Context: an optimization exercise on an open-source flow, tuned for small area and a short achievable clock period. The choices shown serve that exercise and are no tape-out recipe.
The RTL was checked by simulation tests, not by an equivalence proof against the original design.
No activity file was given, so power comes from the tool's default toggle rates.

// rob
module rob(
    input clk,
    input reset,
    input logic [3:0] inserted,
    input logic [4:0] archReg0,
    input logic [7:0] physReg0,
    input logic [10:0] opcode0,
    input logic [4:0] archReg1,
    input logic [7:0] physReg1,
    input logic [10:0] opcode1,
    input logic [4:0] archReg2,
    input logic [7:0] physReg2,
    input logic [10:0] opcode2,
    input logic [4:0] archReg3,
    input logic [7:0] physReg3,
    input logic [10:0] opcode3,
    input logic flushInst,
    input logic [6:0] flushIndex,
    input logic exception,
    input logic [6:0] exceptionIndex,
    input logic [3:0] executed,
    input logic [6:0] executedIndex0,
    input logic [6:0] executedIndex1,
    input logic [6:0] executedIndex2,
    input logic [6:0] executedIndex3,
    output logic [2:0] numCommited,
    output logic [3:0] commitValid,
    output logic [4:0] commitArchReg0,
    output logic [7:0] commitPhysReg0,
    output logic [10:0] commitOpcode0,
    output logic [4:0] commitArchReg1,
    output logic [7:0] commitPhysReg1,
    output logic [10:0] commitOpcode1,
    output logic [4:0] commitArchReg2,
    output logic [7:0] commitPhysReg2,
    output logic [10:0] commitOpcode2,
    output logic [4:0] commitArchReg3,
    output logic [7:0] commitPhysReg3,
    output logic [10:0] commitOpcode3,
    output logic full
);
    logic [6:0] head, tail;
    logic [3:0] hhi1;           
    logic [7:0] count;
    logic full_r;               
    logic nfull_r;              
    logic fi;
    assign fi = ~nfull_r;
    logic [127:0][23:0] P;      
    logic [127:0] E, OK;        
    logic [3:0] FE, FOK;        
    logic [3:0][3:0] rfa;       
    logic [3:0][7:0] rfb;       
    logic [3:0][23:0] din;
    assign din[0] = {archReg0, physReg0, opcode0};
  ...
Size in the first run: ~11,000 cells after synthesis.
export LEC_CHECK = 0
export CAP_MARGIN = 20
export CORE_MARGIN = 2
export CORE_UTILIZATION = 42
export PLACE_DENSITY = 0.55
export SLEW_MARGIN = 20
create_clock -name core_clock -period 12.0 [get_ports {clk}]
standard.sh (not shown) runs the stock make flow with config.mk's settings and CLKGATE_MAP_FILE= SYNTH_SCRIPT=/design/flow/synth_recipe.tcl, a recipe that flattens the netlist after the stock synthesis.
==> flow/flow/run.sh <==
#!/bin/bash
# The standard layout (standard.sh), with these changes to how it is made:
#  - timing repair aims at a setup slack of MARGIN ns instead of the default, so the
#    resizer keeps working on paths well inside the (unchanged) clock period;
#  - clock tree sinks are clustered in groups of up to 24 flip-flops, without dummy loads;
#  - the port buffers are plain buffers (buf_2), which the resizer can size, rather than
#    delay cells;
#  - before detailed placement, flow/pre_dp.tcl puts each flip-flop that drives an output
#    port buffer beside that buffer;
#  - up to 15 rounds of antenna repair after detailed routing (default 5).
# The clock period and constraints are the design's; make's output goes to standard.log,
# each ORFS step's own log is under orfs/logs/.
set -euo pipefail
HERE=$(pwd)
MARGIN=8.4
CTS="-sink_clustering_enable -repair_clock_nets -sink_clustering_size 24 -sink_clustering_max_diameter 100 -dont_use_dummy_load"
bash standard.sh SETUP_SLACK_MARGIN=$MARGIN "CTS_ARGS=$CTS" \
  "BUFFER_PORTS_ARGS=-buffer_cell sky130_fd_sc_hd__buf_2" \
  PRE_DETAIL_PLACE_TCL=$HERE/flow/pre_dp.tcl MAX_REPAIR_ANTENNAS_ITER_DRT=15 finish > standard.log 2>&1
Other scripts of this flow, unchanged in this note and not shown: flow/flow/pre_dp.tcl
Change:
--- a/flow/flow/run.sh
+++ b/flow/flow/run.sh
@@ -14,3 +14,3 @@
 HERE=$(pwd)
-MARGIN=8.4
+MARGIN=8.1
 CTS="-sink_clustering_enable -repair_clock_nets -sink_clustering_size 24 -sink_clustering_max_diameter 100 -dont_use_dummy_load"
=> The changed run completed with no timing, DRC or antenna violations; area after synthesis stays the same; power drops by 2.5%; hold slack degrades by 0.0077 ns; setup slack improves by 0.058 ns; global-route usage hardly moves; die area does not change; design area drops by 1.5%.
Change:
--- a/flow/flow/run.sh
+++ b/flow/flow/run.sh
@@ -14,3 +14,3 @@
 HERE=$(pwd)
-MARGIN=8.1
+MARGIN=8.25
 CTS="-sink_clustering_enable -repair_clock_nets -sink_clustering_size 24 -sink_clustering_max_diameter 100 -dont_use_dummy_load"
=>
- worst setup slack improved by 0.14 ns
- critical path depth is higher by 1
- global-route usage is lower by 0.63 points
- clock-buffer cell count is higher by 2
- sequential cell count does not change
- via count is lower by about 0.8%
- power is higher by about 1.9%
- combinational power is higher by 12%
- cell area is higher by 0.79%
- area after synthesis is unchanged

========
rob, a different RTL version from the one above (not shown whole).
Size: about 11000 cells after synthesis, ~3600 flip-flops, about 250 I/O pins, ~150000 um2 of cells after synthesis.
==> flow/design.v (excerpt) <==
module rob(
    input clk,
    input reset,
    input logic [3:0] inserted,
    input logic [4:0] archReg0,
    input logic [7:0] physReg0,
    input logic [10:0] opcode0,
    input logic [4:0] archReg1,
    input logic [7:0] physReg1,
    input logic [10:0] opcode1,
    input logic [4:0] archReg2,
    input logic [7:0] physReg2,
    input logic [10:0] opcode2,
    input logic [4:0] archReg3,
    input logic [7:0] physReg3,
    input logic [10:0] opcode3,
    input logic flushInst,
    input logic [6:0] flushIndex,
    input logic exception,
    input logic [6:0] exceptionIndex,
    input logic [3:0] executed,
    input logic [6:0] executedIndex0,
    input logic [6:0] executedIndex1,
    input logic [6:0] executedIndex2,
    input logic [6:0] executedIndex3,
    output logic [2:0] numCommited,
    output logic [3:0] commitValid,
    output logic [4:0] commitArchReg0,
    output logic [7:0] commitPhysReg0,
    output logic [10:0] commitOpcode0,
    output logic [4:0] commitArchReg1,
    output logic [7:0] commitPhysReg1,
    output logic [10:0] commitOpcode1,
    output logic [4:0] commitArchReg2,
    output logic [7:0] commitPhysReg2,
    output logic [10:0] commitOpcode2,
    output logic [4:0] commitArchReg3,
    output logic [7:0] commitPhysReg3,
    output logic [10:0] commitOpcode3,
    output logic full
);
==> flow/config.mk <==
export PLATFORM = sky130hd
export DESIGN_NAME = rob
export DESIGN_NICKNAME = rob
export VERILOG_FILES = /design/flow/design.v
export SDC_FILE = /design/flow/constraint.sdc
export NUM_CORES = 8
export LEC_CHECK = 0
export CAP_MARGIN = 20
export CORE_MARGIN = 2
export CORE_UTILIZATION = 45
export PLACE_DENSITY = 0.58
export SLEW_MARGIN = 20
==> flow/constraint.sdc <==
create_clock -name core_clock -period 12.0 [get_ports {clk}]
set_input_delay 2.4000 -clock core_clock [delete_from_list [all_inputs] [get_ports {clk}]]
set_output_delay 2.4000 -clock core_clock [all_outputs]
set_load 0.01 [all_outputs]
==> flow/flow/run.sh <==
#!/bin/bash
# The standard layout (standard.sh), with these changes to how it is made:
#  - timing repair aims at a setup slack of MARGIN ns instead of the default, so the
#    resizer keeps working on paths well inside the (unchanged) clock period;
#  - clock tree sinks are clustered in groups of up to 22 flip-flops, without dummy loads;
#  - the port buffers are plain buffers (buf_2), which the resizer can size, rather than
#    delay cells;
#  - before detailed placement, flow/pre_dp.tcl puts each flip-flop that drives an output
#    port buffer beside that buffer;
#  - up to 15 rounds of antenna repair after detailed routing (default 5).
# The clock period and constraints are the design's; make's output goes to standard.log,
# each ORFS step's own log is under orfs/logs/.
set -euo pipefail
HERE=$(pwd)
MARGIN=8.25
CTS="-sink_clustering_enable -repair_clock_nets -sink_clustering_size 22 -sink_clustering_max_diameter 100 -dont_use_dummy_load"
bash standard.sh SETUP_SLACK_MARGIN=$MARGIN "CTS_ARGS=$CTS" \
  "BUFFER_PORTS_ARGS=-buffer_cell sky130_fd_sc_hd__buf_2" \
  PRE_DETAIL_PLACE_TCL=$HERE/flow/pre_dp.tcl MAX_REPAIR_ANTENNAS_ITER_DRT=15 finish > standard.log 2>&1
Other scripts of this flow, unchanged in this note and not shown: flow/flow/pre_dp.tcl
Edit:
- CORE_UTILIZATION: 45 -> 42
- PLACE_DENSITY: 0.58 -> 0.55
Combinational power went up slightly.
Final area went up slightly.
Synthesized cell count is unchanged.
Total power increases slightly.
Edit:
--- a/flow/flow/run.sh
+++ b/flow/flow/run.sh
@@ -6 +6 @@
-#  - the port buffers are plain buffers (buf_2), which the resizer can size, rather than
+#  - the port buffers are plain buffers (buf_4), which the resizer can size, rather than
@@ -18 +18 @@
-  "BUFFER_PORTS_ARGS=-buffer_cell sky130_fd_sc_hd__buf_2" \
+  "BUFFER_PORTS_ARGS=-buffer_cell sky130_fd_sc_hd__buf_4" \
Result:
- The new run produced a clean layout
- wire length went up slightly
- cell count hardly moves
- worst hold slack is worse by 0.017 ns
- clock-buffer cell count climbs by 1
- critical path depth does not change
- synthesized cell count stays the same
- core utilization climbs by 0.24 points
- die area does not change
- design area rises slightly
- synthesized area does not change

## port drivers added, routing unchanged
The results above use ideal ports. As a check the final layouts listed here were re-extracted and re-timed, cells and wires unchanged.
Step 1 sets driving cells, clkbuf_16 on the clock port and buf_2 on the other inputs (assumed; they add their load-dependent delay and slew).
Step 2 also shifts input and output timing later by t, the mid clock arrival at the registers, as if the neighbouring blocks saw the same clock.
Slacks: ideal ports / drivers / drivers and shift; pairs: ideal ports / drivers.
run	t (ns)	setup WS [ns]	worst setup path at the end
the first run of note 1	0.996	7.882 / 7.893 / 6.924	input to register
the second run of note 1	1.027	7.940 / 7.940 / 6.993	input to register
the third run of note 1	1.010	8.083 / 8.004 / 7.067	input to register
the first run of note 2	1.004	8.043 / 8.043 / 7.148	input to register
the second run of note 2	1.050	8.052 / 7.955 / 7.209	input to register
the third run of note 2	1.048	8.055 / 7.947 / 7.185	input to register
After both steps every run listed still meets setup and hold. The setup slack of the third run of note 1, which loses most, moves by -0.079 ns with the drivers and by -1.016 ns with both steps.
